Context: an optimization exercise on an open-source flow, tuned for small area. The choices shown serve that exercise and are no tape-out recipe.
At most, simulation tests tie the RTL to the original design; equivalence was not proved.
No functional check of the RTL was part of runs 4 to 6.
The clock cells of runs 5 and 6 come from the design's own scripts or RTL, not from TritonCTS.
The clock port is modelled as an ideal driver, which makes a skipped or thinned clock tree look cheaper than it is; a real chip needs a root buffer or a tree.
Power is estimated from default activity; no workload was simulated.

--- flow/run.sh ---
#!/bin/bash
# synth_recipe.tcl (not shown) runs the flow's synth.tcl, then flattens the netlist and writes it again
# the make line also repeats each setting of config.mk as NAME=value (left out here)
make -C /OpenROAD-flow-scripts/flow DESIGN_CONFIG=/design/flow/config.mk WORK_HOME=/design/flow/orfs CLKGATE_MAP_FILE= SYNTH_SCRIPT=/design/flow/synth_recipe.tcl finish
--- flow/config.mk ---
export PLATFORM = sky130hd
export DESIGN_NAME = pmod_7seg9_3
export DESIGN_NICKNAME = pmod_7seg9_3
export VERILOG_FILES = /design/flow/design.v
export SDC_FILE = /design/flow/constraint.sdc
export NUM_CORES = 4
export LEC_CHECK = 0
export CAP_MARGIN = 20
export CORE_MARGIN = 2
export CORE_UTILIZATION = 40
export PLACE_DENSITY = 0.6
export SLEW_MARGIN = 20
--- flow/constraint.sdc ---
create_clock -name core_clock -period 10.0 [get_ports {clk}]
set_input_delay 2.0000 -clock core_clock [delete_from_list [all_inputs] [get_ports {clk}]]
set_output_delay 2.0000 -clock core_clock [all_outputs]
set_load 0.01 [all_outputs]
--- flow/design.v ---
module hexdigit(
  input  wire [3:0] in,
  output reg  [7:0] out
);
  always @* begin
    case (in)
      4'd0: out = 8'b00111111;
      4'd1: out = 8'b00000110;
      4'd2: out = 8'b01011011;
      4'd3: out = 8'b01001111;
      4'd4: out = 8'b01100110;
      4'd5: out = 8'b01101101;
      4'd6: out = 8'b01111101;
      4'd7: out = 8'b00000111;
      4'd8: out = 8'b01111111;
      4'd9: out = 8'b01101111;
      default: out = 8'b00000000;
    endcase
  end
endmodule
module debounce #(
    parameter CNT_20MS = 200_000
)(
    input  wire clk,
    input  wire reset,
    input  wire in,
    output reg  press_edge
);
    localparam W = 12;   
    reg [W-1:0] stable_cnt;
    reg button_sync_0, button_sync_1;
    reg button_stable;
    reg button_prev;
    wire cnt_done = (stable_cnt & CNT_20MS[W-1:0]) == CNT_20MS[W-1:0];
    always @(posedge clk) begin
      if (reset) begin
        button_sync_0 <= 0;
        button_sync_1 <= 0;
        stable_cnt <= 0;
        button_stable <= 0;
        button_prev <= 0;
        press_edge <= 0;
      end else begin
        button_sync_0 <= in;
        button_sync_1 <= button_sync_0;
        if (button_sync_1 == button_stable || cnt_done)
            stable_cnt <= 0;
        else
            stable_cnt <= stable_cnt + 1'b1;
        if (button_sync_1 != button_stable && cnt_done)
            button_stable <= button_sync_1;
        button_prev <= button_stable;
        press_edge <= button_stable & ~button_prev;
      end
    end
endmodule
module tm1640(
   input  wire       clk,
   input  wire       rst,
   input  wire [7:0] data_in,
   output reg  [3:0] step,
   output reg        tm_clk,
   output reg        tm_din
);
   reg [3:0] slot;
   reg [3:0] k;
   wire stop    = (step == 4'd0) | (step == 4'd10) | (step == 4'd11);
   wire active  = (step != 4'd12);
   wire bitslot = slot[3];
   wire s7  = (slot == 4'd7);
   wire s15 = (slot == 4'd15);
   wire s0  = (slot == 4'd0);
   wire s1  = (slot == 4'd1);
   wire k10 = (k == 4'd10);
   wire next_byte = (s0 & ~stop & k == 4'd1) | (s1 & k == 4'd5);
   always @(posedge clk) begin
      if (rst) begin
         step <= 4'd15;
         slot <= 4'd1;
         k <= 4'd4;
         tm_clk <= 1'b1;
         tm_din <= 1'b1;
      end else if (active) begin
         if ((s7 & k == 4'd6) | (bitslot & k10))
            tm_clk <= 1'b0;
         else if ((bitslot & k == 4'd5) | (s0 & stop & k == 4'd4))
            tm_clk <= 1'b1;
         if ((s7 & k == 4'd1) | (s15 & k10 & stop))
            tm_din <= 1'b0;
         else if (s0 & stop & k == 4'd9)
            tm_din <= 1'b1;
         else if (k == 4'd0 & (bitslot | (s0 & ~stop)))
            tm_din <= data_in[slot[2:0]];
         if (next_byte) begin
            step <= step + 1'b1;
            slot <= 4'd7;
            k <= 4'd1;
         end else if (k10) begin
            slot <= slot + 1'b1;
            k <= 4'd0;
         end else
            k <= k + 1'b1;
      end
   end
endmodule
module ctl_7seg9(
    input  wire [3:0]  step,
    input  wire [15:0] up,       
    output reg  [7:0]  byte_out
);
    wire [3:0] u_th = up[15:12], u_hu = up[11:8], u_te = up[7:4], u_on = up[3:0];
    wire z_te = (u_on == 0);
    wire z_hu = z_te & (u_te == 0);
    wire z_th = z_hu & (u_hu == 0);
    reg [3:0] u_sel;
    reg       z_sel;
    always @* begin
        case (step)
            4'd2, 4'd7:  begin u_sel = u_th; z_sel = z_th; end
            4'd3, 4'd8:  begin u_sel = u_hu; z_sel = z_hu; end
            4'd4, 4'd9:  begin u_sel = u_te; z_sel = z_te; end
            default:     begin u_sel = u_on; z_sel = 1'b1; end
        endcase
    end
    wire [3:0] d_sel = (z_sel && u_sel == 0) ? 4'd0 : 4'd9 - u_sel + z_sel;
    wire [3:0] digit = (step >= 4'd7) ? u_sel : d_sel;
    wire [7:0] seg;
    hexdigit hd(.in(digit), .out(seg));
    always @* begin
        case (step)
            4'd0:  byte_out = 8'h40;
            4'd1:  byte_out = 8'hC0;
            4'd6:  byte_out = 8'h40;
            4'd11: byte_out = 8'h8C;
            default: byte_out = seg;
        endcase
    end
endmodule
module pmod_7seg9_3 #(
    parameter CLK_FREQ = 2_000_000,
    parameter TICK_CYCLES = CLK_FREQ / 1000,
    parameter DEBOUNCE_CYCLES = CLK_FREQ / 500
)(
   input wire clk,
   input wire reset,        
   input wire rst,          
   output wire tm_clk,
   output wire tm_din,
   output wire debug_led
);
localparam CW = 11;   
reg [3:0] u_th, u_hu, u_te, u_on;
reg [CW-1:0] count;
reg run;
reg local_rst;
wire press_edge;
wire [3:0] step;
wire [7:0] tx_byte;
debounce #(.CNT_20MS(DEBOUNCE_CYCLES)) db_inst(clk, reset, rst, press_edge);
ctl_7seg9 m1(.step(step), .up({u_th, u_hu, u_te, u_on}), .byte_out(tx_byte));
tm1640 ic1(.clk(clk), .rst(reset | local_rst), .data_in(tx_byte), .step(step),
           .tm_clk(tm_clk), .tm_din(tm_din));
wire tick = (count == TICK_CYCLES - 1);
assign debug_led = run & (count > TICK_CYCLES / 2);
always @(posedge clk) begin
  if (reset) begin
    local_rst <= 0;
    run <= 1'b0;
    count <= 0;
    u_th <= 0; u_hu <= 0; u_te <= 0; u_on <= 0;
  end else begin
    local_rst <= run & tick;
    if (press_edge) run <= ~run;
    if (run) begin
        if (tick) begin
            count <= TICK_CYCLES;
            if (u_on == 9) begin
                u_on <= 0;
                if (u_te == 9) begin
                    u_te <= 0;
                    if (u_hu == 9) begin
                        u_hu <= 0;
                        u_th <= (u_th == 9) ? 4'd0 : u_th + 1'b1;
                    end else u_hu <= u_hu + 1'b1;
                end else u_te <= u_te + 1'b1;
            end else u_on <= u_on + 1'b1;
        end else if (count == TICK_CYCLES)
            count <= 1;
        else
            count <= count + 1'b1;
    end
  end
end
endmodule
==> impl_metrics.env, run 1 <==
export IMPL_syn_num_nets=486
export IMPL_hp_class="register to register"
export IMPL_synth_avg_cell_area_sq_um=7.86
export IMPL_syn_to_final_growth_pct=8.35
export IMPL_fin_tns_setup_ps=0
export IMPL_h_tree_depth=3
export IMPL_required_ps=10280
export IMPL_yosysTopAreaCellShare_pct=32.7
export IMPL_routabilityCongestion=0.841
export IMPL_yosys_warnings=5
export IMPL_worst_slew_pin_slew_ps=723
export IMPL_ant_nets=0
export IMPL_skew_ps=8.81
export IMPL_clk_pin_slew_ps=80
export IMPL_synth_cells=467
export IMPL_period_needed_ps=4400
export IMPL_drive_gt1_share_pct=6.67
export IMPL_power_leakage_nw=1.50
export IMPL_placementRows=34
export IMPL_drc_errors=0
export IMPL_synth_seq_cells=60
export IMPL_power_density_nw_per_um2=176
export IMPL_setup_viol=0
export IMPL_ys_types=55
export IMPL_portBuffers=5
export IMPL_crit_type="register to register"
export IMPL_post_cts_setup_buffers=0
export IMPL_fillers=885
export IMPL_wl_mm=7.37
export IMPL_start_kind="register"
export IMPL_cts_sinks=60
export IMPL_fmax_ghz=0.227
export IMPL_async_flop_share_pct=0
export IMPL_synth_edff_count=0
export IMPL_cap_violations=0
export IMPL_vdd_drop_max_mv=0.0619
export IMPL_grt_max_degree=37
export IMPL_whs_ps=387
export IMPL_slew_violations=0
export IMPL_setup_slack_ps=5600
export IMPL_die_w_um=99.8
export IMPL_die_area_sq_um=9960
export IMPL_cts_tree="done"
export IMPL_cts_buffers=9
export IMPL_synth_flop_cell="dfxtp_1"
export IMPL_die_y_um=99.8
export IMPL_start_util_pct=41.7
export IMPL_synthesis_area_sq_um=3670
export IMPL_grt_overflow=0
export IMPL_critPathCaptureType="register"
export IMPL_cts_buffer_depth=2
export IMPL_avgViaCountPerCell=5.40
export IMPL_critPathMaxFanout=12
export IMPL_status="no timing/DRC/antenna violations"
export IMPL_antenna_found_initial=0
export IMPL_cp_startpoint="ic1.step[0]"
export IMPL_nets=479
export IMPL_hold_viol=0
export IMPL_seq_area_frac_synth_pct=32.7
export IMPL_synth_largest_area_cell="dfxtp_1"
export IMPL_cts_hold_buf=0
export IMPL_drt_iter0_drc=121
export IMPL_relSlewSlack_pct=51.8
export IMPL_dp_hpwl_mm=5.11
export IMPL_vias=3097
export IMPL_worstSkewPairLatency_ps=340
export IMPL_fin_crit_sh_pct=44.0
export IMPL_root_buffer="clkbuf_8"
export IMPL_min_from="db_inst.button_prev"
export IMPL_cp_data_arrival_time_ps=4680
export IMPL_first_global_vias=2873
export IMPL_grt_pass1_wl_mm=12.8
export IMPL_io_pins=6
export IMPL_post_cts_resized=0
export IMPL_synth_area_leaders="dfxtp_1, nor2_1, ha_1"
export IMPL_rsz0062_at_grt="no"
export IMPL_post_place_ws_ps=5620
export IMPL_grt_use_total_pct=15.7
export IMPL_core_area_sq_um=8810
export IMPL_n_antenna_cell=0
export IMPL_dr_pass1_iters=4
export IMPL_wl_per_cell_um=12.9
export IMPL_r2r_start="ic1.step[0]"
cells in the final DEF (no fill, tap or decap), types with 3 or more instances in the layout:
master / instances
mux2i_1: 6
a21oi_1: 26
nor3_1: 8
nand3_1: 21
dfxtp_1: 60
or3_1: 7
and3_1: 13
nor4_1: 4
nor3b_1: 15
xnor2_1: 12
clkdlybuf4s50_1: 5
o31ai_1: 3
nand2b_1: 7
nor2b_1: 18
o211ai_1: 5
nor2_1: 55
a21boi_0: 3
clkbuf_8: 10
inv_1: 17
a31oi_1: 8
or4_1: 3
nand4b_1: 3
nand2_1: 44
nand4_1: 4
a211oi_1: 6
ha_1: 16
o21ai_0: 31
xor2_1: 11
state kept, by name (all words and copies together) (netlist names), 4 cells and up:
name	count
u_on	4
ic1.slot	4
count	11
u_hu	4
ic1.k	4
ic1.step	4
u_te	4
db_inst.stable_cnt	12
u_th	4
final cells by class:
| cell class | instances | area [sq um] | area share [%] |
|---|---|---|---|
| inverters | 18 | 67.6 | 1.70 |
| clock inverters | 6 | 70.1 | 1.76 |
| clock buffers | 10 | 138 | 3.46 |
| flip-flops and latches | 60 | 1200 | 30.2 |
| repair buffers | 7 | 65.1 | 1.64 |
| multi-input cells | 364 | 2300 | 57.8 |
| well taps | 108 | 135 | 3.40 |
metal layers:
layer / up-vias / track usage (%) / wire length [um]
li1: 1636 / - / -
met2: 33 / 25.1 / 3320
met5: - / 0 / 0
met1: 1419 / 20.7 / 3730
met3: 9 / 2.51 / 200
met4: 0 / 7.80 / 128
report_power, final:
group	internal (mW)	total [mW]	switching [mW]	leakage, nW
combinational	0.0692	0.167	0.0974	0.909
clock	0.124	0.229	0.105	0.107
sequential	0.256	0.303	0.0477	0.486
total	0.449	0.699	0.250	1.50
Yosys cell counts, types with 2 or more instances:
cell type / number
nor2b_1: 18
a211o_1: 2
nor3b_1: 15
clkbuf_1: 24
nor2_1: 55
or3_1: 7
and3_1: 13
o211ai_1: 5
or2_2: 2
nand2b_1: 7
o31ai_1: 3
ha_1: 16
a221oi_1: 2
nand2_1: 44
a21boi_0: 3
inv_1: 17
or4_1: 3
xor2_1: 11
nand3b_1: 2
a211oi_1: 6
a31oi_1: 8
nand4_1: 4
dfxtp_1: 60
o21ai_0: 31
a2111oi_4: 2
o2111ai_1: 2
nor4_1: 4
mux2i_1: 6
nand4b_1: 3
xnor2_1: 12
nand3_1: 21
o32ai_1: 2
nor3_1: 8
a21oi_1: 26
a221o_1: 2
a32oi_1: 2
per-stage QoR:
step                      cell area, sq um  util, %  cells  power, mW
after detailed placement              3770     42.8    557      0.475
after global routing                  3980     45.2    573      0.747
after CTS                             3980     45.2    573      0.708
after global placement                3770     42.8    557      0.469
after floorplan                       3670        -    467      0.446
final                                 3980     45.2    573      0.699
path summary, 6_finish.rpt:
check,endpoint,slack (ps),cells past startpoint
setup / recovery,ic1.tm_din,5600,17
hold reg to reg,db_inst.press_edge,390,1
setup reg to reg,ic1.tm_din,5600,17
hold / removal,db_inst.press_edge,390,1
cell families (layout without fill, tap and decap cells):
| kind of cell | after synthesis | count (layout) | share of synthesized area, % |
|---|---|---|---|
| and+or+nand+nor | 214 | 214 | 30.8 |
| xor gates and xnor gates | 23 | 23 | 5.49 |
| adders and majority gates | 16 | 16 | 5.45 |
| DFF | 60 | 60 | 32.7 |
| buffers and inverters | 43 | 41 | 4.60 |
| AOI/OAI and AO/OA | 104 | 104 | 19.0 |
| muxes | 7 | 7 | 1.94 |
critical path: stages (launching register included):
cell and delay (ps):
dfxtp_1 430, ha_1 410, o21bai_1 100, a221o_2 480, a2111oi_4 430, and2b_1 210
inv_1 70, ha_1 270, nand2_1 50, o21ai_0 80, a31oi_1 360, inv_1 130
ha_1 310, mux2i_1 60, a221o_1 350, a2111oi_0 390, o31ai_1 140, nand3_1 90
==> inputs of run 2 (changes only) <==
--- a/flow/design.v
+++ b/flow/design.v
@@ -148,9 +148,12 @@
    output wire tm_din,
    output wire debug_led
 );
-localparam CW = 11;   
+localparam HALF = TICK_CYCLES / 2;      
+localparam MW = 10;                      
+localparam [MW-1:0] M0 = (1 << MW) - HALF;    
 reg [3:0] u_th, u_hu, u_te, u_on;
-reg [CW-1:0] count;
+reg half;
+reg [MW-1:0] m;
 reg run;
 reg local_rst;
 wire press_edge;
@@ -160,20 +163,23 @@
 ctl_7seg9 m1(.step(step), .up({u_th, u_hu, u_te, u_on}), .byte_out(tx_byte));
 tm1640 ic1(.clk(clk), .rst(reset | local_rst), .data_in(tx_byte), .step(step),
            .tm_clk(tm_clk), .tm_din(tm_din));
-wire tick = (count == TICK_CYCLES - 1);
-assign debug_led = run & (count > TICK_CYCLES / 2);
+wire m_last = &m;
+wire tick = half & (m == {{(MW-1){1'b1}}, 1'b0});
+assign debug_led = run & half;
 always @(posedge clk) begin
   if (reset) begin
     local_rst <= 0;
     run <= 1'b0;
-    count <= 0;
+    half <= 1'b0;
+    m <= M0 - 1'b1;
     u_th <= 0; u_hu <= 0; u_te <= 0; u_on <= 0;
   end else begin
     local_rst <= run & tick;
     if (press_edge) run <= ~run;
     if (run) begin
+        m <= m_last ? M0 : m + 1'b1;
+        if (m_last) half <= ~half;
         if (tick) begin
-            count <= TICK_CYCLES;
             if (u_on == 9) begin
                 u_on <= 0;
                 if (u_te == 9) begin
@@ -184,10 +190,7 @@
                     end else u_hu <= u_hu + 1'b1;
                 end else u_te <= u_te + 1'b1;
             end else u_on <= u_on + 1'b1;
-        end else if (count == TICK_CYCLES)
-            count <= 1;
-        else
-            count <= count + 1'b1;
+        end
     end
   end
 end
--- a/flow/config.mk
+++ b/flow/config.mk
@@ -7,6 +7,9 @@
 export LEC_CHECK = 0
 export CAP_MARGIN = 20
 export CORE_MARGIN = 2
-export CORE_UTILIZATION = 40
-export PLACE_DENSITY = 0.6
+export CORE_UTILIZATION = 70
+export CTS_BUF_LIST = sky130_fd_sc_hd__clkbuf_4
+export CTS_CLUSTER_DIAMETER = 500
+export CTS_CLUSTER_SIZE = 50
+export PLACE_DENSITY = 0.8
 export SLEW_MARGIN = 20
==> run 2 against run 1 <==
Compared with the run above: sequential cell count unchanged; clock skew increased by 0.75 ps; final area decreased by 5.1%; sequential share of layout area increased by 1.6 points; critical path type unchanged; largest cell class unchanged; largest power group unchanged.
==> impl_metrics.env, run 2 <==
export IMPL_status="no timing/DRC/antenna violations"
export IMPL_synth_edff_count=0
export IMPL_synth_avg_cell_area_sq_um=8.17
export IMPL_r2r_start="ic1.step[0]"
export IMPL_dr_pass1_iters=4
export IMPL_cts_sinks=60
export IMPL_placementRows=26
export IMPL_portBuffers=5
export IMPL_critPathMaxFanout=10
export IMPL_drt_iter0_drc=197
export IMPL_start_util_pct=71.2
export IMPL_ant_nets=0
export IMPL_worstSkewPairLatency_ps=410
export IMPL_syn_to_final_growth_pct=5.16
export IMPL_vias=3022
export IMPL_routabilityCongestion=0.928
export IMPL_vdd_drop_max_mv=0.121
export IMPL_h_tree_depth=3
export IMPL_setup_viol=0
export IMPL_crit_type="register to register"
export IMPL_yosys_top_cells_count="dfxtp_1, nor2_1, nand2_1, o21ai_0"
export IMPL_syn_num_nets=458
export IMPL_nets=454
export IMPL_die_w_um=75.6
export IMPL_relSlewSlack_pct=56.0
export IMPL_fin_tns_setup_ps=0
export IMPL_regToRegEndpoint="ic1.tm_din"
export IMPL_largest_register_ffs=12
export IMPL_yosys_warnings=5
export IMPL_period_needed_ps=4070
export IMPL_antenna_found_initial=0
export IMPL_cts_tree="done"
export IMPL_wl_per_cell_um=13.1
export IMPL_worst_slew_pin_slew_ps=658
export IMPL_wl_mm=6.69
export IMPL_power_density_nw_per_um2=175
export IMPL_layout_commonest_cell="dfxtp_1"
export IMPL_required_ps=10360
export IMPL_fmax_ghz=0.246
export IMPL_top_regs="db_inst.stable_cnt (12), m (10)"
export IMPL_r2r_setup_slack_ps=5930
export IMPL_cts_buffers=9
export IMPL_first_global_vias=2610
export IMPL_avgViaCountPerCell=5.93
export IMPL_setup_slack_ps=5930
export IMPL_whs_ps=403
export IMPL_grt_pass1_wl_mm=11.3
export IMPL_yosysTopAreaCellShare_pct=33.5
export IMPL_power_leakage_nw=1.43
export IMPL_regMostFlops="db_inst.stable_cnt"
export IMPL_synth_largest_area_cell="dfxtp_1"
export IMPL_skew_ps=9.56
export IMPL_ys_types=70
export IMPL_reg2reg_depth=15
export IMPL_hold_viol=0
export IMPL_cts_buffer_depth=2
export IMPL_grt_overflow=0
export IMPL_rsz0062_at_grt="no"
export IMPL_critPathCaptureType="register"
export IMPL_synth_flop_cell="dfxtp_1"
export IMPL_io_pins=6
export IMPL_drc_errors=0
export IMPL_drive_gt1_share_pct=7.73
export IMPL_hp_class="register to register"
export IMPL_grt_max_degree=36
export IMPL_die_y_um=75.6
export IMPL_cap_violations=0
export IMPL_n_antenna_cell=0
export IMPL_root_buffer="clkbuf_4"
export IMPL_final_cell_mix="dfxtp_1, nor2_1, nand2_1, o21ai_0"
export IMPL_cp_startpoint="ic1.step[0]"
export IMPL_setup_worst_path_end="ic1.tm_din"
export IMPL_post_cts_resized=0
export IMPL_seq_area_frac_synth_pct=33.5
export IMPL_clk_pin_slew_ps=120
export IMPL_fillers=407
export IMPL_start_kind="register"
export IMPL_async_flop_share_pct=0
export IMPL_post_cts_setup_buffers=0
export IMPL_yosysMostFrequentCell="dfxtp_1"
export IMPL_cts_hold_buf=0
export IMPL_synth_seq_cells=60
export IMPL_core_area_sq_um=5040
export IMPL_synth_cells=439
export IMPL_cp_data_arrival_time_ps=4430
export IMPL_grt_use_total_pct=25.5
export IMPL_synth_area_leaders="dfxtp_1, nor2_1, ha_1"
export IMPL_dp_hpwl_mm=4.73
export IMPL_fin_crit_sh_pct=40.7
export IMPL_synthesis_area_sq_um=3590
export IMPL_slew_violations=0
export IMPL_die_area_sq_um=5720
export IMPL_post_place_ws_ps=5770
## run 2: cell types whose count changed in the layout (fill, tap and decap cells not counted), sizes merged, moves of 4 or more
cell	before	now
nand3	21	14
nor2b	18	13
xor2	11	16
a21oi	27	20
nand2	44	34
xnor2	12	16
and3	13	9
nor2	55	59
nor3b	16	4
o21ai	31	26
## run 2: kinds of logic after synthesis
logic type	after synthesis	share of synthesized area, %
flip-flops	60	33.5
AO/OA/AOI/OAI	93	17.9
XOR/XNOR	32	7.81
buffers and inverters	42	5.06
adder cells (fa/ha/maj)	16	5.58
AND/OR/NAND/NOR	189	28.2
multiplexers	7	1.99
## run 2: cell type report
type / instances / area (sq um) / share of cell area, %
multi-input combinational: 337 / 2210 / 58.5
clock inverter: 7 / 75.1 / 1.99
inverter: 21 / 78.8 / 2.09
clock buffer: 9 / 67.6 / 1.79
tap: 70 / 87.6 / 2.32
timing repair buffer: 6 / 57.6 / 1.53
sequential: 60 / 1200 / 31.8
## run 2: metal layers
| layer | GRT usage [%] | up-vias | routed length, um |
|---|---|---|---|
| met1 | 34.5 | 1421 | 3300 |
| met2 | 39.7 | 46 | 3040 |
| li1 | - | 1542 | - |
| met3 | 7.54 | 13 | 233 |
| met5 | 0 | - | 0 |
| met4 | 7.60 | 0 | 116 |
## run 2: worst min path at each step
stage | from | slack (ps) | cells past startpoint | end
2_1_floorplan | db_inst.button_prev | 370 | 1 | db_inst.press_edge
6_report | db_inst.button_prev | 400 | 1 | db_inst.press_edge
3_3_place_gp | db_inst.button_prev | 370 | 1 | db_inst.press_edge
3_5_place_dp | db_inst.button_prev | 380 | 1 | db_inst.press_edge
4_1_cts | db_inst.button_prev | 410 | 1 | db_inst.press_edge
5_1_grt | db_inst.button_prev | 420 | 1 | db_inst.press_edge
## run 2: report_power, final
group	internal (mW)	switching, mW
Sequential	0.257	0.0452
Combinational	0.0774	0.108
Clock	0.0774	0.0971
## run 2: critical path, stage by stage, from the launching register on
cell and delay, ps:
dfxtp_1 440, ha_1 370, o21bai_1 120, a221o_2 480, a211oi_2 230, or3b_1 500, ha_1 320, nand2_1 60
o21a_1 140, o31ai_2 110, ha_1 310, mux2i_1 60, a221o_1 350, a21o_1 150, a21oi_1 170, o221a_1 210
## run 2: per-stage QoR
stage	instance area [sq um]	utilization (%)	total power, mW	std cells
5_1_grt	3770	74.8	0.708	510
2_1_floorplan	3590	-	0.456	439
4_1_cts	3770	74.8	0.665	510
6_report	3770	74.8	0.662	510
3_3_place_gp	3630	72.0	0.484	494
3_5_place_dp	3630	72.0	0.489	494
==> inputs of run 3 (changes only) <==
==> flow/config.mk (replaced) <==
export PLATFORM = sky130hd
export DESIGN_NAME = pmod_7seg9_3
export DESIGN_NICKNAME = pmod_7seg9_3
export VERILOG_FILES = /design/flow/design.v
export SDC_FILE = /design/flow/constraint.sdc
export NUM_CORES = 4
export LEC_CHECK = 0
export CAP_MARGIN = 20
export CORE_MARGIN = 2
export CORE_UTILIZATION = 40
export PLACE_DENSITY = 0.6
export SLEW_MARGIN = 20
==> run 3 against run 2 <==
Compared with the run above: still clean on timing, DRC and antenna; via count down 2.9%; worst setup slack better by 24 ps; first-iteration DRC count down 23%; hold slack worse by 6.2 ps; area after synthesis unchanged; utilization down 30 points; critical path type unchanged; largest power group unchanged.
==> impl_metrics.env, run 3 <==
export IMPL_antenna_found_initial=0
export IMPL_grt_overflow=0
export IMPL_setup_viol=0
export IMPL_worst_slew_pin_slew_ps=684
export IMPL_relSlewSlack_pct=54.2
export IMPL_dr_pass1_iters=4
export IMPL_first_global_vias=2763
export IMPL_crit_type="register to register"
export IMPL_cpPeakStageDelay_ps=490
export IMPL_synth_cells=439
export IMPL_yosys_warnings=5
export IMPL_power_density_nw_per_um2=180
export IMPL_setup_worst_path_end="ic1.tm_din"
export IMPL_die_w_um=98.7
export IMPL_start_util_pct=41.1
export IMPL_syn_to_final_growth_pct=7.81
export IMPL_core_area_sq_um=8720
export IMPL_final_cell_mix="dfxtp_1, nor2_1, nand2_1, o21ai_0"
export IMPL_post_cts_resized=0
export IMPL_synth_area_leaders="dfxtp_1, nor2_1, ha_1"
export IMPL_ys_types=70
export IMPL_layout_commonest_cell="dfxtp_1"
export IMPL_nets=454
export IMPL_skew_ps=6.74
export IMPL_syn_num_nets=458
export IMPL_critPathMaxFanout=10
export IMPL_post_cts_setup_buffers=0
export IMPL_fin_crit_sh_pct=40.4
export IMPL_hp_class="register to register"
export IMPL_start_kind="register"
export IMPL_die_y_um=98.7
export IMPL_n_antenna_cell=0
export IMPL_cp_startpoint="ic1.step[0]"
export IMPL_final_cells=547
export IMPL_vdd_drop_max_mv=0.0822
export IMPL_clk_pin_slew_ps=60
export IMPL_slew_violations=0
export IMPL_critPathCaptureType="register"
export IMPL_yosys_top_cells_count="dfxtp_1, nor2_1, nand2_1, o21ai_0"
export IMPL_vias=2934
export IMPL_portBuffers=5
export IMPL_required_ps=10280
export IMPL_wl_mm=6.81
export IMPL_synthesis_area_sq_um=3590
export IMPL_routabilityCongestion=0.853
export IMPL_rsz0062_at_grt="no"
export IMPL_placementRows=34
export IMPL_hold_viol=0
export IMPL_synth_edff_count=0
export IMPL_place_inst=532
export IMPL_ant_nets=0
export IMPL_grt_use_total_pct=14.7
export IMPL_grt_max_degree=36
export IMPL_yosysTopAreaCellShare_pct=33.5
export IMPL_period_needed_ps=4040
export IMPL_io_pins=6
export IMPL_cts_buffers=9
export IMPL_regToRegEndpoint="ic1.tm_din"
export IMPL_grt_pass1_wl_mm=12.1
export IMPL_fin_tns_setup_ps=0
export IMPL_wl_per_cell_um=12.5
export IMPL_drive_gt1_share_pct=7.52
export IMPL_die_area_sq_um=9740
export IMPL_largest_register_ffs=12
export IMPL_r2r_start="ic1.step[0]"
export IMPL_synth_avg_cell_area_sq_um=8.17
export IMPL_crit_slowest_cell="or3b_1"
export IMPL_drc_errors=0
export IMPL_cts_buffer_depth=2
export IMPL_r2r_setup_slack_ps=5960
export IMPL_fmax_ghz=0.247
export IMPL_synth_seq_cells=60
export IMPL_avgViaCountPerCell=5.36
export IMPL_synth_largest_area_cell="dfxtp_1"
export IMPL_regMostFlops="db_inst.stable_cnt"
export IMPL_crit_chain="ha_1 -> o21bai_1 -> a221o_2 -> a211oi_2 -> or3b_1 -> ha_1 -> nand2_1 -> o21a_1 -> o31ai_2 -> ha_1 -> mux2i_1 -> a221o_1 -> a21o_1 -> a21oi_1 -> o221a_1"
export IMPL_seq_area_frac_synth_pct=33.5
export IMPL_cts_sinks=60
export IMPL_reg2reg_depth=15
export IMPL_cap_violations=0
export IMPL_status="no timing/DRC/antenna violations"
export IMPL_top_regs="db_inst.stable_cnt (12), m (10)"
export IMPL_cts_hold_buf=0
export IMPL_synth_flop_cell="dfxtp_1"
export IMPL_yosysMostFrequentCell="dfxtp_1"
export IMPL_fillers=877
export IMPL_dp_hpwl_mm=4.92
export IMPL_worstSkewPairLatency_ps=330
export IMPL_cp_data_arrival_time_ps=4320
export IMPL_power_leakage_nw=1.45
export IMPL_cp_common_cell="ha_1"
export IMPL_async_flop_share_pct=0
export IMPL_cts_tree="done"
export IMPL_drt_iter0_drc=152
export IMPL_root_buffer="clkbuf_8"
export IMPL_h_tree_depth=3
## run 3: changes by cell type in the layout (fill, tap and decap cells not counted)
cell,delta
clkinvlp_4,+1
clkbuf_4,-9
clkinv_2,+1
inv_6,-1
clkbuf_8,+10
clkinv_4,-3
## run 3: cell type report
class / instances / area, sq um / share of cell area [%]
clock buffer: 10 / 138 / 3.56
clock inverter: 5 / 52.6 / 1.36
multi-input combinational: 337 / 2210 / 57.0
tap: 108 / 135 / 3.49
inverter: 21 / 78.8 / 2.04
timing repair buffer: 6 / 57.6 / 1.49
sequential: 60 / 1200 / 31.0
## run 3: cells by family (layout without fill, tap and decap cells)
| logic type | after synthesis | count (layout) | synth area share [%] |
|---|---|---|---|
| flops | 60 | 60 | 33.5 |
| buf+inv | 42 | 42 | 5.06 |
| xor+xnor | 32 | 32 | 7.81 |
| simple gates | 189 | 189 | 28.2 |
| compound gates | 93 | 93 | 17.9 |
| mux | 7 | 7 | 1.99 |
| fa+ha+maj | 16 | 16 | 5.58 |
## run 3: worst min path at each step
stage,startpoint,endpoint,depth (start not counted)
2_1_floorplan,db_inst.button_prev,db_inst.press_edge,1
3_3_place_gp,db_inst.button_prev,db_inst.press_edge,1
3_5_place_dp,db_inst.button_prev,db_inst.press_edge,1
4_1_cts,db_inst.button_prev,db_inst.press_edge,1
5_1_grt,db_inst.button_prev,db_inst.press_edge,1
6_report,db_inst.button_prev,db_inst.press_edge,1
## run 3: metal layers
metal	vias to the layer above	wire, um	track usage, %
li1	1539	-	-
met3	11	246	3.05
met1	1339	3380	19.2
met2	45	3090	23.9
met4	0	96	5.90
met5	-	0	0
## run 3: critical path, delay by kind of cell, from the launching register on
kind                     cells  cell delay, ps
AO/OA/AOI/OAI                9            1930
multiplexers                 1              70
flip-flops                   1             420
adder cells (fa/ha/maj)      3            1020
AND/OR/NAND/NOR              2             550
## run 3: metrics by stage
step | power (mW) | hold slack [ps] | setup slack (ps) | cell area, sq um | util [%]
after floorplan | 0.456 | 367 | 6380 | 3590 | -
after global placement | 0.486 | 370 | 5810 | 3680 | 42.2
after detailed placement | 0.490 | 386 | 5770 | 3680 | 42.2
after CTS | 0.704 | 396 | 5960 | 3870 | 44.4
after global routing | 0.750 | 406 | 5720 | 3870 | 44.4
final | 0.697 | 397 | 5960 | 3870 | 44.4
## run 3: power breakdown
part / switching (mW) / internal (mW) / total, mW
sequential: 0.0447 / 0.257 / 0.302
combinational: 0.108 / 0.0774 / 0.185
clock: 0.0914 / 0.119 / 0.210
total: 0.244 / 0.453 / 0.697
==> inputs of run 4 (changes only) <==
--- a/flow/design.v
+++ b/flow/design.v
@@ -1,22 +1,16 @@
 module hexdigit(
   input  wire [3:0] in,
-  output reg  [7:0] out
+  output wire [7:0] out
 );
-  always @* begin
-    case (in)
-      4'd0: out = 8'b00111111;
-      4'd1: out = 8'b00000110;
-      4'd2: out = 8'b01011011;
-      4'd3: out = 8'b01001111;
-      4'd4: out = 8'b01100110;
-      4'd5: out = 8'b01101101;
-      4'd6: out = 8'b01111101;
-      4'd7: out = 8'b00000111;
-      4'd8: out = 8'b01111111;
-      4'd9: out = 8'b01101111;
-      default: out = 8'b00000000;
-    endcase
-  end
+  wire u3 = in[3], u2 = in[2], u1 = in[1], u0 = in[0];
+  assign out[0] = u3 | u1 | (u2 & u0) | (~u2 & ~u0);                        
+  assign out[1] = ~u2 | (u1 & u0) | (~u1 & ~u0);                            
+  assign out[2] = u2 | ~u1 | u0;                                            
+  assign out[3] = u3 | (~u2 & ~u0) | (u1 & ~u0) | (~u2 & u1) | (u2 & ~u1 & u0);  
+  assign out[4] = (~u2 & ~u0) | (u1 & ~u0);                                 
+  assign out[5] = u3 | (~u1 & ~u0) | (u2 & ~u1) | (u2 & ~u0);               
+  assign out[6] = u3 | (u2 & ~u1) | (~u2 & u1) | (u1 & ~u0);                
+  assign out[7] = 1'b0;                                                     
 endmodule
 module debounce #(
     parameter CNT_20MS = 200_000
==> flow/flow/run.sh (new file) <==
#!/bin/bash
# Layout flow: the standard synthesis, then its combinational logic mapped
# again for area with ABC (registers untouched), then the standard
# floorplan, placement, CTS (without dummy clock loads) and routing.
set -euo pipefail
W=$PWD
R=$W/orfs/results/$FLOW_PLATFORM/pmod_7seg9_3/base
LIB=$FLOW_HOME/platforms/$FLOW_PLATFORM/lib/sky130_fd_sc_hd__tt_025C_1v80.lib
YOSYS=$FLOW_HOME/../tools/install/yosys/bin/yosys
[[ -x $YOSYS ]] || YOSYS=yosys

# 1. standard synthesis
bash standard.sh synth > $W/std_synth.log 2>&1

# 2. area remap of the combinational logic
cp $R/1_2_yosys.v $W/1_2_yosys.std.v
python3 $W/flow/comblib.py $LIB $W/comb.lib > $W/comblib.log 2>&1
DU=""
for c in $(sed -n '/^export DONT_USE_CELLS += \\/,/^#/p' $FLOW_HOME/platforms/$FLOW_PLATFORM/config.mk | grep -o 'sky130_fd_sc_hd__[a-z0-9_]*'); do
  DU="$DU -dont_use $c"
done
cat > $W/remap.ys <<YS
read_liberty -lib $LIB
read_liberty -overwrite $W/comb.lib
read_verilog $W/1_2_yosys.std.v
hierarchy -top $FLOW_TOP
flatten
setattr -set keep 1 t:sky130_fd_sc_hd__df*
opt -purge
abc -liberty $LIB $DU -script $W/flow/remap.abc
opt_clean -purge
hilomap -singleton -hicell sky130_fd_sc_hd__conb_1 HI -locell sky130_fd_sc_hd__conb_1 LO
splitnets
opt_clean -purge
insbuf -buf sky130_fd_sc_hd__buf_1 A X
stat -liberty $LIB
write_verilog -noattr -noexpr -nohex -nodec $R/1_2_yosys.v
YS
$YOSYS -l $W/remap.log -q $W/remap.ys > /dev/null 2>&1
rm -f $R/1_synth.odb $R/1_synth.sdc

# 3. the rest of the standard layout
export CTS_ARGS="-sink_clustering_enable -repair_clock_nets -dont_use_dummy_load"
bash standard.sh > $W/std_layout.log 2>&1
==> flow/flow/comblib.py (new file) <==
# Copy a liberty file without its sequential cells (ff, latch, statetable),
# so Yosys reads only combinational cells as logic and keeps the registers
# as black boxes.
import re, sys
src = open(sys.argv[1]).read()
start = src.index('cell (')
head = src[:start]
cells = re.split(r'(?=\n\s*cell \()', src[start - 1:])
out = [head]
for c in cells:
    if 'cell (' not in c:
        continue
    if re.search(r'\b(ff|latch|statetable)\s*\(', c):
        continue
    out.append(c)
txt = ''.join(out)
if not txt.rstrip().endswith('}'):
    txt += '\n}\n'
open(sys.argv[2], 'w').write(txt)
==> flow/flow/remap.abc (new file) <==
&get -n
&st
&deepsyn -T 20
&dch
&nf -R 1000
&st
&dch
&nf -R 1000
&st
&dch
&nf -R 1000
&put
==> flow/standard.sh (new file) <==
#!/bin/bash
# synth_recipe.tcl (not shown) runs the flow's synth.tcl, then flattens the netlist and writes it again
# the make line also repeats each setting of config.mk as NAME=value (left out here)
make -C /OpenROAD-flow-scripts/flow DESIGN_CONFIG=/design/flow/config.mk WORK_HOME=/design/flow/orfs CLKGATE_MAP_FILE= SYNTH_SCRIPT=/design/flow/synth_recipe.tcl "${@:-finish}"
--- a/flow/config.mk
+++ b/flow/config.mk
@@ -7,6 +7,6 @@
 export LEC_CHECK = 0
 export CAP_MARGIN = 20
 export CORE_MARGIN = 2
-export CORE_UTILIZATION = 40
-export PLACE_DENSITY = 0.6
+export CORE_UTILIZATION = 70
+export PLACE_DENSITY = 0.8
 export SLEW_MARGIN = 20
removed: flow/run.sh
==> run 4 against run 3 <==
Compared with the run above: still clean; sequential share of layout area is 9.4 points higher; utilization is 36 points higher; die area is 55% lower; clock skew is 4.3 ps higher; register-to-register slack worse by 360 ps; first-iteration DRC count is 77% higher; final area is 23% lower; count of clock-buffer cells in the layout is 1 lower; highest routed layer unchanged.
==> impl_metrics.env, run 4 <==
export IMPL_post_cts_setup_buffers=0
export IMPL_syn_to_final_growth_pct=8.85
export IMPL_slew_violations=0
export IMPL_placed_cell_area_sq_um=2850
export IMPL_fmax_ghz=0.227
export IMPL_grt_use_total_pct=30.2
export IMPL_min_from="db_inst.button_prev"
export IMPL_synthesis_area_sq_um=2730
export IMPL_crit_type="register to register"
export IMPL_drt_iter0_drc=269
export IMPL_wl_per_cell_um=15.1
export IMPL_required_ps=10280
export IMPL_cts_tree="done"
export IMPL_portBuffers=5
export IMPL_die_w_um=66.4
export IMPL_regMostFlops="db_inst.stable_cnt"
export IMPL_fin_tns_setup_ps=0
export IMPL_cap_violations=0
export IMPL_h_tree_depth=3
export IMPL_final_cells=396
export IMPL_dp_hpwl_mm=4.00
export IMPL_worstSkewPairLatency_ps=340
export IMPL_worst_slew_pin_slew_ps=606
export IMPL_vias=2477
export IMPL_ant_nets=0
export IMPL_cts_buffer_depth=2
export IMPL_skew_ps=11.0
export IMPL_cts_sinks=60
export IMPL_critPathMaxFanout=7
export IMPL_nets=353
export IMPL_r2r_start="u_te[1]"
export IMPL_cp_startpoint="u_te[1]"
export IMPL_power_leakage_nw=1.10
export IMPL_hp_class="register to register"
export IMPL_die_area_sq_um=4410
export IMPL_final_area_sq_um=2970
export IMPL_n_antenna_cell=0
export IMPL_clk_pin_slew_ps=60
export IMPL_cts_buffers=9
export IMPL_status="no timing/DRC/antenna violations"
export IMPL_fin_crit_sh_pct=44.0
export IMPL_first_global_vias=2247
export IMPL_rsz0062_at_grt="no"
export IMPL_hold_viol=0
export IMPL_largest_register_ffs=12
export IMPL_grt_max_degree=36
export IMPL_routabilityCongestion=0.846
export IMPL_final_cell_mix="dfxtp_1, nor2_1, nand2_1, nor3_1, a21oi_1"
export IMPL_final_seq_area_sq_um=1200
export IMPL_layout_commonest_cell="dfxtp_1"
export IMPL_fillers=254
export IMPL_synth_cells=333
export IMPL_avgViaCountPerCell=6.26
export IMPL_root_buffer="clkbuf_8"
export IMPL_drc_errors=0
export IMPL_wl_mm=6.00
export IMPL_setup_viol=0
export IMPL_final_util_pct=79.9
export IMPL_start_kind="register"
export IMPL_synth_avg_cell_area_sq_um=8.19
export IMPL_syn_num_nets=336
export IMPL_grt_pass1_wl_mm=9.96
export IMPL_period_needed_ps=4400
export IMPL_start_util_pct=73.4
export IMPL_critPathCaptureType="register"
export IMPL_cp_data_arrival_time_ps=4680
export IMPL_core_area_sq_um=3720
export IMPL_dr_pass1_iters=5
export IMPL_die_y_um=66.4
export IMPL_multi_input_area_sq_um=1510
export IMPL_placementRows=22
export IMPL_io_pins=6
export IMPL_relSlewSlack_pct=59.4
export IMPL_power_density_nw_per_um2=198
export IMPL_post_cts_resized=0
export IMPL_vdd_drop_max_mv=0.141
export IMPL_drive_gt1_share_pct=2.87
export IMPL_p_total_mw=0.588
export IMPL_cts_hold_buf=0
export IMPL_top_regs="db_inst.stable_cnt (12), m (10)"
export IMPL_antenna_found_initial=0
export IMPL_grt_overflow=0
export IMPL_place_inst=387
export IMPL_yosys_warnings=4
[run 4: cell type report]
class | count | share of cell area (%)
flip-flops and latches | 60 | 40.4
clock buffers | 9 | 4.17
multi-input cells | 268 | 50.8
repair buffers | 6 | 1.94
well taps | 48 | 2.02
inverters | 5 | 0.632
[run 4: per-stage QoR]
step	hold slack [ps]	setup WS, ps
finish	387	5600
global route	408	5320
CTS	388	5730
detailed placement	381	5960
global placement	376	6180
floorplan	368	6380
[run 4: final timing paths]
path	end	slack (ps)	cells after the start
setup / recovery	ic1.tm_din	5600	18
hold reg to reg	db_inst.press_edge	390	1
hold / removal	db_inst.press_edge	390	1
setup reg to reg	ic1.tm_din	5600	18
[run 4: power breakdown]
part	leakage (nW)	internal (mW)	switching, mW
sequential	0.486	0.258	0.0371
combinational	0.546	0.0552	0.0750
clock	0.0647	0.0799	0.0829
total	1.10	0.393	0.195
[run 4: worst max-delay path: stages (launching register included)]
cell       delay [ps]
dfxtp_1           360
or4_1             510
o21ai_0           160
a31oi_1           120
nor4_1            410
clkinv_1          150
nor3_1            200
a21oi_1            90
and2_0            180
o21ai_0           400
nor3_1            100
a31oi_1           210
a211oi_1          130
a31oi_1           250
nor3b_1           100
a2111oi_0         500
o21ai_0           200
a21oi_1           160
or4_1             120
[run 4: layer usage]
layer  vias up  global-route usage [%]  share of wire (%)
met5         -                       0                  0
met3        13                    5.96                5.4
met2        78                    50.2                 47
met4         0                    14.8                1.7
li1       1256                       -                  -
met1      1130                    36.9                 46
==> inputs of run 5 (changes only) <==
--- a/flow/design.v
+++ b/flow/design.v
@@ -30,22 +30,22 @@
       if (reset) begin
         button_sync_0 <= 0;
         button_sync_1 <= 0;
-        stable_cnt <= 0;
         button_stable <= 0;
-        button_prev <= 0;
         press_edge <= 0;
       end else begin
         button_sync_0 <= in;
         button_sync_1 <= button_sync_0;
-        if (button_sync_1 == button_stable || cnt_done)
-            stable_cnt <= 0;
-        else
-            stable_cnt <= stable_cnt + 1'b1;
         if (button_sync_1 != button_stable && cnt_done)
             button_stable <= button_sync_1;
-        button_prev <= button_stable;
         press_edge <= button_stable & ~button_prev;
       end
+    end
+    always @(posedge clk) begin
+      if (button_sync_1 == button_stable || cnt_done)
+          stable_cnt <= 0;
+      else
+          stable_cnt <= stable_cnt + 1'b1;
+      button_prev <= button_stable;
     end
 endmodule
 module tm1640(
--- a/flow/flow/run.sh
+++ b/flow/flow/run.sh
@@ -1,7 +1,9 @@
 #!/bin/bash
 # Layout flow: the standard synthesis, then its combinational logic mapped
-# again for area with ABC (registers untouched), then the standard
-# floorplan, placement, CTS (without dummy clock loads) and routing.
+# again for area with ABC (registers untouched), the standard floorplan and
+# placement, a small hand-built clock buffering in ORFS's CTS step
+# (flow/manual_cts.tcl), then the standard routing and finish.
+# Each tool's output goes to a log file of its own in the work folder.
 set -euo pipefail
 W=$PWD
 R=$W/orfs/results/$FLOW_PLATFORM/pmod_7seg9_3/base
@@ -39,6 +41,16 @@
 $YOSYS -l $W/remap.log -q $W/remap.ys > /dev/null 2>&1
 rm -f $R/1_synth.odb $R/1_synth.sdc
 
-# 3. the rest of the standard layout
-export CTS_ARGS="-sink_clustering_enable -repair_clock_nets -dont_use_dummy_load"
+# 3. floorplan and placement
+bash standard.sh place > $W/std_place.log 2>&1
+
+# 4. clock buffering (flow/manual_cts.tcl) in ORFS's CTS script
+sed -e "s#^log_cmd clock_tree_synthesis .*#source $W/flow/manual_cts.tcl#" \
+  $FLOW_HOME/scripts/cts.tcl > $W/cts_manual.tcl
+echo exit >> $W/cts_manual.tcl
+grep -q manual_cts.tcl $W/cts_manual.tcl
+bash standard.sh run RUN_SCRIPT=$W/cts_manual.tcl RUN_LOG_NAME_STEM=4_1_cts > $W/cts.log 2>&1
+[[ -f $R/4_1_cts.odb && -f $R/4_cts.sdc ]]
+
+# 5. routing and the rest of the standard layout
 bash standard.sh > $W/std_layout.log 2>&1
==> flow/flow/manual_cts.tcl (new file) <==
# Clock buffering in place of TritonCTS: the clock port drives K leaf clock
# buffers, each driving one k-means cluster of the register clock pins.
# Tries the configurations in order of area and keeps the first whose
# largest register clock-pin slew (placement estimate) is under the limit.
set block [ord::get_db_block]
set clk_net [$block findNet clk]
set pts {}
foreach it [$clk_net getITerms] {
  set bb [[$it getInst] getBBox]
  lappend pts [list $it [expr ([$bb xMin] + [$bb xMax]) / 2] [expr ([$bb yMin] + [$bb yMax]) / 2]]
}
set n [llength $pts]

proc kmeans { pts K } {
  set n [llength $pts]
  set sorted [lsort -real -index 1 $pts]
  set cx {}; set cy {}
  for {set k 0} {$k < $K} {incr k} {
    set p [lindex $sorted [expr int(($k + 0.5) * $n / $K)]]
    lappend cx [lindex $p 1]; lappend cy [lindex $p 2]
  }
  for {set iter 0} {$iter < 100} {incr iter} {
    set asg {}
    foreach p $pts {
      set best 0; set bd 1e18
      for {set k 0} {$k < $K} {incr k} {
        set d [expr abs([lindex $p 1] - [lindex $cx $k]) + abs([lindex $p 2] - [lindex $cy $k])]
        if {$d < $bd} { set bd $d; set best $k }
      }
      lappend asg $best
    }
    set ncx {}; set ncy {}
    for {set k 0} {$k < $K} {incr k} {
      set sx 0; set sy 0; set c 0
      foreach p $pts a $asg {
        if {$a == $k} { set sx [expr $sx + [lindex $p 1]]; set sy [expr $sy + [lindex $p 2]]; incr c }
      }
      if {$c > 0} { lappend ncx [expr $sx / $c]; lappend ncy [expr $sy / $c] } else { lappend ncx [lindex $cx $k]; lappend ncy [lindex $cy $k] }
    }
    set cx $ncx; set cy $ncy
  }
  return [list $asg $cx $cy]
}

proc max_clk_slew { } {
  estimate_parasitics -placement
  set mx 0
  foreach p [get_pins -hierarchical */CLK] {
    set s [get_property $p slew_max]
    if {$s > $mx} { set mx $s }
  }
  return $mx
}

proc insert_leaves { pts K bufname } {
  global block clk_net
  lassign [kmeans $pts $K] asg cx cy
  set master [[ord::get_db] findMaster $bufname]
  set made {}
  for {set k 0} {$k < $K} {incr k} {
    set buf [odb::dbInst_create $block $master clkbuf_leaf_$k]
    set nn [odb::dbNet_create $block clknet_leaf_$k]
    $nn setSigType CLOCK
    foreach p $pts a $asg {
      if {$a == $k} { set it [lindex $p 0]; $it disconnect; $it connect $nn }
    }
    [$buf findITerm A] connect $clk_net
    [$buf findITerm X] connect $nn
    $buf setLocation [expr int([lindex $cx $k])] [expr int([lindex $cy $k])]
    $buf setPlacementStatus PLACED
    lappend made [list $buf $nn]
  }
  return $made
}

proc remove_leaves { made pts } {
  global clk_net
  foreach p $pts { set it [lindex $p 0]; $it disconnect; $it connect $clk_net }
  foreach m $made {
    lassign $m buf nn
    odb::dbInst_destroy $buf
    odb::dbNet_destroy $nn
  }
}

set limit [expr {[info exists ::env(MANUAL_CTS_SLEW)] ? $::env(MANUAL_CTS_SLEW) : 0.100}]
set configs {
  {2 sky130_fd_sc_hd__clkbuf_8}
  {3 sky130_fd_sc_hd__clkbuf_8}
  {2 sky130_fd_sc_hd__clkbuf_16}
  {4 sky130_fd_sc_hd__clkbuf_8}
  {3 sky130_fd_sc_hd__clkbuf_16}
  {4 sky130_fd_sc_hd__clkbuf_16}
}
set_propagated_clock [all_clocks]
set done 0
foreach cfg $configs {
  lassign $cfg K bufname
  set made [insert_leaves $pts $K $bufname]
  set s [max_clk_slew]
  puts "manual_cts: $K x $bufname, largest clock-pin slew [format %.4f $s]"
  if {$s < $limit} { set done 1; break }
  remove_leaves $made $pts
}
if {!$done} {
  puts "manual_cts: falling back to clock_tree_synthesis"
  clock_tree_synthesis -sink_clustering_enable -repair_clock_nets -dont_use_dummy_load
}
==> run 5 against run 4 <==
Compared with the run above: final cell count decreased by 1.0%; worst setup slack improved by 470 ps; critical endpoint unchanged; sequential power decreased by 5%; clock skew increased by 18 ps; largest power group unchanged; routed wire length decreased by 12%; still clean; first-iteration DRC count increased by 10%; synthesized cell count increased by 0.30%; final area increased by 0.13%; combinational power decreased by 17%; sequential cell count unchanged; area after synthesis increased by 1.0%.
==> impl_metrics.env, run 5 <==
export IMPL_required_ps=10020
export IMPL_setup_viol=0
export IMPL_drive_gt1_share_pct=1.45
export IMPL_portBuffers=5
export IMPL_dr_pass1_iters=4
export IMPL_post_cts_setup_buffers=0
export IMPL_rsz0062_at_grt="no"
export IMPL_synth_cells=334
export IMPL_yosys_warnings=4
export IMPL_vias=2419
export IMPL_n_antenna_cell=0
export IMPL_post_cts_resized=0
export IMPL_crit_chain="nand2b_1 -> o21ai_0 -> nor2_1 -> a222oi_1 -> nand2_1 -> or3_1 -> nand3b_1 -> xor2_1 -> nand2b_1 -> o41ai_1 -> a31oi_1 -> or4_1 -> a31oi_1 -> o41ai_1"
export IMPL_critPathCaptureType="register"
export IMPL_power_leakage_nw=1.05
export IMPL_placementRows=22
export IMPL_power_density_nw_per_um2=174
export IMPL_ant_nets=0
export IMPL_crit_type="register to register"
export IMPL_routabilityCongestion=0.893
export IMPL_crit_slowest_cell="or4_1"
export IMPL_die_area_sq_um=4460
export IMPL_cp_data_arrival_time_ps=3950
export IMPL_antenna_found_initial=0
export IMPL_period_needed_ps=3930
export IMPL_skew_ps=29.1
export IMPL_slew_violations=0
export IMPL_cp_top_family="simple AND/OR/NAND/NOR gates"
export IMPL_clk_pin_slew_ps=80
export IMPL_io_pins=6
export IMPL_final_util_pct=80.0
export IMPL_first_global_vias=2075
export IMPL_syn_num_nets=337
export IMPL_cap_violations=0
export IMPL_dp_hpwl_mm=3.78
export IMPL_regMostFlops="db_inst.stable_cnt"
export IMPL_grt_max_degree=35
export IMPL_start_kind="register"
export IMPL_grt_use_total_pct=24.5
export IMPL_cts_hold_buf=0
export IMPL_start_util_pct=74.2
export IMPL_fillers=252
export IMPL_status="no timing/DRC/antenna violations"
export IMPL_grt_overflow=0
export IMPL_die_y_um=66.8
export IMPL_hp_class="register to register"
export IMPL_fin_crit_sh_pct=39.3
export IMPL_multi_input_area_sq_um=1540
export IMPL_avgViaCountPerCell=6.17
export IMPL_syn_to_final_growth_pct=7.90
export IMPL_drc_errors=0
export IMPL_top_regs="db_inst.stable_cnt (12), m (10)"
export IMPL_nets=349
export IMPL_wl_per_cell_um=13.4
export IMPL_drt_iter0_drc=296
export IMPL_largest_register_ffs=12
export IMPL_final_cell_mix="dfxtp_1, nor2_1, nor3_1, nand2_1, a21oi_1"
export IMPL_grt_pass1_wl_mm=9.03
export IMPL_cpPeakStageDelay_ps=530
export IMPL_fin_tns_setup_ps=0
export IMPL_core_area_sq_um=3720
export IMPL_vdd_drop_max_mv=0.140
export IMPL_die_w_um=66.8
export IMPL_relSlewSlack_pct=46.1
export IMPL_whs_ps=385
export IMPL_critPathMaxFanout=9
export IMPL_critPathBufInv=0
export IMPL_layout_commonest_cell="dfxtp_1"
export IMPL_wl_mm=5.26
export IMPL_worst_slew_pin_slew_ps=803
export IMPL_synthesis_area_sq_um=2760
export IMPL_final_seq_area_sq_um=1200
export IMPL_fmax_ghz=0.254
export IMPL_p_total_mw=0.518
export IMPL_worstSkewPairLatency_ps=150
export IMPL_hold_viol=0
export IMPL_synth_avg_cell_area_sq_um=8.25
run 5: cell types whose count changed in the layout (fill, tap and decap cells not counted), sizes merged, moves of 3 or more:
cell / change
a21oi: -3
and3: -4
and4: +3
clkbuf: -5
nand2: -9
nand3b: +3
nor2: +4
nor2b: +4
nor3b: +5
xnor2: -3
xor2: +3
run 5: path summary, 6_finish.rpt:
kind	start	end	slack, ps	cells past startpoint
hold reg to reg	db_inst.button_prev	db_inst.press_edge	390	1
setup reg to reg	ic1.step[2]	ic1.tm_din	6070	14
hold / removal	db_inst.button_prev	db_inst.press_edge	390	1
setup / recovery	ic1.step[2]	ic1.tm_din	6070	14
run 5: metrics by stage:
stage          setup WS, ps  std cells  cell area, sq um
2_1_floorplan          6560        334              2760
3_3_place_gp           6310        388              2870
3_5_place_dp           6160        388              2870
5_1_grt                5750        392              2970
6_report               6070        392              2970
run 5: cell type report:
cell class | count | share of cell area (%)
Buffer | 4 | 3.37
Timing Repair Buffer | 6 | 1.94
Tap cell | 48 | 2.02
Sequential cell | 60 | 40.4
Inverter | 4 | 0.505
Multi-Input combinational cell | 270 | 51.8
run 5: routing by layer:
layer,up-vias,GRT usage [%],share of wire (%)
met5,-,0,0
met2,62,41.4,47
met1,1103,35.9,48
met4,0,2.55,1.0
met3,7,1.35,4.3
li1,1247,-,-
run 5: report_power, final:
group | total (mW) | internal, mW | switching [mW]
Sequential | 0.281 | 0.253 | 0.0283
Clock | 0.129 | 0.0716 | 0.0575
Combinational | 0.108 | 0.0460 | 0.0623
Total | 0.518 | 0.370 | 0.148
==> inputs of run 6 (changes only) <==
--- a/flow/flow/run.sh
+++ b/flow/flow/run.sh
@@ -42,6 +42,7 @@
 rm -f $R/1_synth.odb $R/1_synth.sdc
 
 # 3. floorplan and placement
+export BUFFER_PORTS_ARGS="-inputs -outputs -buffer_cell sky130_fd_sc_hd__buf_1"
 bash standard.sh place > $W/std_place.log 2>&1
 
 # 4. clock buffering (flow/manual_cts.tcl) in ORFS's CTS script
==> run 6 against run 5 <==
Compared with the run above: final area decreased by 1.1%; register-to-register slack barely moved; via count hardly changed; fmax is essentially flat; power is essentially flat; critical path type unchanged; largest power group unchanged; highest routed layer unchanged.
==> impl_metrics.env, run 6 <==
export IMPL_vdd_drop_max_mv=0.113
export IMPL_cp_common_cell="a31oi_1"
export IMPL_fmax_ghz=0.254
export IMPL_clk_pin_slew_ps=80
export IMPL_cap_violations=0
export IMPL_dp_hpwl_mm=3.80
export IMPL_power_leakage_nw=1.03
export IMPL_cp_top_family="simple AND/OR/NAND/NOR gates"
export IMPL_start_util_pct=74.2
export IMPL_drt_iter0_drc=272
export IMPL_crit_type="register to register"
export IMPL_largest_register_ffs=12
export IMPL_p_sw_share_pct=28.7
export IMPL_io_pins=6
export IMPL_crit_slowest_cell="or4_1"
export IMPL_antenna_found_initial=0
export IMPL_slew_violations=0
export IMPL_required_ps=9990
export IMPL_synth_cells=334
export IMPL_start_kind="register"
export IMPL_n_antenna_cell=0
export IMPL_syn_to_final_growth_pct=6.76
export IMPL_crit_chain="nand2b_1 -> o21ai_0 -> nor2_1 -> a222oi_1 -> nand2_1 -> or3_1 -> nand3b_1 -> nor3b_1 -> and3_1 -> mux2_1 -> a31oi_1 -> or4_1 -> a31oi_1 -> o41ai_1"
export IMPL_drive_gt1_share_pct=1.45
export IMPL_grt_overflow=0
export IMPL_post_cts_setup_buffers=0
export IMPL_min_from="db_inst.button_prev"
export IMPL_die_y_um=66.8
export IMPL_die_w_um=66.8
export IMPL_grt_max_degree=35
export IMPL_cp_startpoint="ic1.step[2]"
export IMPL_cp_data_arrival_time_ps=3920
export IMPL_placementRows=22
export IMPL_period_needed_ps=3930
export IMPL_top_regs="db_inst.stable_cnt (12), m (10)"
export IMPL_routabilityCongestion=0.872
export IMPL_critPathMaxFanout=9
export IMPL_placed_cell_area_sq_um=2840
export IMPL_place_inst=388
export IMPL_grt_pass1_wl_mm=9.27
export IMPL_status="no timing/DRC/antenna violations"
export IMPL_synth_avg_cell_area_sq_um=8.25
export IMPL_power_density_nw_per_um2=176
export IMPL_critPathBufInv=0
export IMPL_whs_ps=384
export IMPL_p_total_mw=0.519
export IMPL_worst_slew_pin_slew_ps=818
export IMPL_core_area_sq_um=3720
export IMPL_dr_pass1_iters=5
export IMPL_drc_errors=0
export IMPL_avgViaCountPerCell=6.17
export IMPL_fillers=289
export IMPL_setup_viol=0
export IMPL_final_cells=392
export IMPL_regMostFlops="db_inst.stable_cnt"
export IMPL_final_area_sq_um=2940
export IMPL_layout_commonest_cell="dfxtp_1"
export IMPL_vias=2417
export IMPL_r2r_start="ic1.step[2]"
export IMPL_hold_viol=0
export IMPL_wl_mm=5.29
export IMPL_pwr_share_seq_pct=54.0
export IMPL_critPathCaptureType="register"
export IMPL_portBuffers=5
export IMPL_skew_ps=21.6
export IMPL_worstSkewPairLatency_ps=140
export IMPL_syn_num_nets=337
export IMPL_rsz0062_at_grt="no"
export IMPL_combPwrFrac_pct=20.6
export IMPL_wl_per_cell_um=13.5
export IMPL_fin_crit_sh_pct=39.3
export IMPL_relSlewSlack_pct=45.0
export IMPL_yosys_warnings=4
export IMPL_nets=349
export IMPL_cpPeakStageDelay_ps=520
export IMPL_grt_use_total_pct=25.3
export IMPL_cts_hold_buf=0
export IMPL_ant_nets=0
export IMPL_die_area_sq_um=4460
export IMPL_power_switching_mw=0.149
export IMPL_synthesis_area_sq_um=2760
export IMPL_final_cell_mix="dfxtp_1, nor2_1, nor3_1, nand2_1, a21oi_1"
export IMPL_fin_tns_setup_ps=0
export IMPL_post_cts_resized=0
export IMPL_hp_class="register to register"
export IMPL_p_int_mw=0.370
export IMPL_first_global_vias=2169
export IMPL_power_frac_clock_pct=25.4
==> run 6: cell types whose count changed in the layout (fill, tap and decap cells not counted) <==
cell             before  now
buf_1                 0    5
clkdlybuf4s50_1       5    0
==> run 6: per-stage QoR <==
step	setup slack [ps]	util (%)
6_report	6070	79.2
5_1_grt	5640	79.2
3_5_place_dp	6170	76.5
3_3_place_gp	6330	76.5
2_1_floorplan	6560	-
==> run 6: worst register-to-register path, cell delays in order, from the launching register on <==
cell and delay (ps):
dfxtp_1 390, nand2b_1 220, o21ai_0 500, nor2_1 160, a222oi_1 260, nand2_1 120
or3_1 390, nand3b_1 120, nor3b_1 300, and3_1 240, mux2_1 150, a31oi_1 80
or4_1 520, a31oi_1 210, o41ai_1 110
==> run 6: worst paths after layout <==
path	end	cells past startpoint	slack, ps
worst max register to register	ic1.tm_din	14	6070
worst min register to register	db_inst.press_edge	1	380
worst min-delay path	db_inst.press_edge	1	380
worst max-delay path	ic1.tm_din	14	6070
==> run 6: layer usage <==
metal,wire [um],part of all wire (%),vias to the layer above,track usage (%)
li1,-,-,1250,-
met1,2570,49,1109,35.7
met2,2460,46,56,44.1
met3,234,4.4,2,2.20
met4,27,0.51,0,1.79
met5,0,0,-,0
==> run 6: layout make-up <==
cell class	count	area [sq um]	share of cell area, %
Multi-Input combinational cell	270	1540	52.3
Tap cell	48	60.1	2.04
Timing Repair Buffer	6	26.3	0.893
Sequential cell	60	1200	40.8
Buffer	4	100	3.40
Inverter	4	15.0	0.510
==> run 6: power groups by stage <==
stage                     Combinational [mW]  Clock (mW)  Sequential (mW)
final                                  0.107       0.132            0.280
after global routing                   0.120       0.138            0.284
after CTS                              0.105       0.131            0.279
after detailed placement               0.105           0            0.285
after global placement                 0.102           0            0.284
after floorplan                       0.0861           0            0.278

## what the ideal ports hide
The results above use ideal ports. As a check the final layouts listed here were re-extracted and re-timed, cells and wires unchanged. Step 1: set_driving_cell puts a clkbuf_16 on clk and a buf_2 on each other input, an assumption about the parent block. Step 2 moves the port delays by t, midway between the first and last clock arrival at a register: inputs arrive t later, outputs are due t later. That takes back most of the time a late clock gives input paths. Slacks: ideal ports / drivers / drivers and shift; pairs: ideal ports / drivers.
| run | t, ns | setup WS [ns] | clock arrival spread, ns | worst data-port slew with drivers (ns) |
|---|---|---|---|---|
| run 1 | 0.367 | 5.597 / 5.597 / 5.597 | 0.010 / 0.010 | 0.03 |
| run 2 | 0.430 | 5.932 / 5.932 / 5.773 | 0.014 / 0.013 | 0.03 |
| run 3 | 0.357 | 5.957 / 5.957 / 5.759 | 0.007 / 0.006 | 0.03 |
| run 4 | 0.363 | 5.599 / 5.599 / 5.599 | 0.011 / 0.011 | 0.03 |
| run 5 | 0.200 | 6.068 / 6.068 / 6.068 | 0.029 / 0.029 | 0.03 |
| run 6 | 0.207 | 6.067 / 6.067 / 6.067 | 0.022 / 0.022 | 0.03 |
After both steps every run listed still meets setup and hold. The setup slack of run 3, which loses most, moves by 0.000 ns with the drivers and by -0.198 ns with both steps.
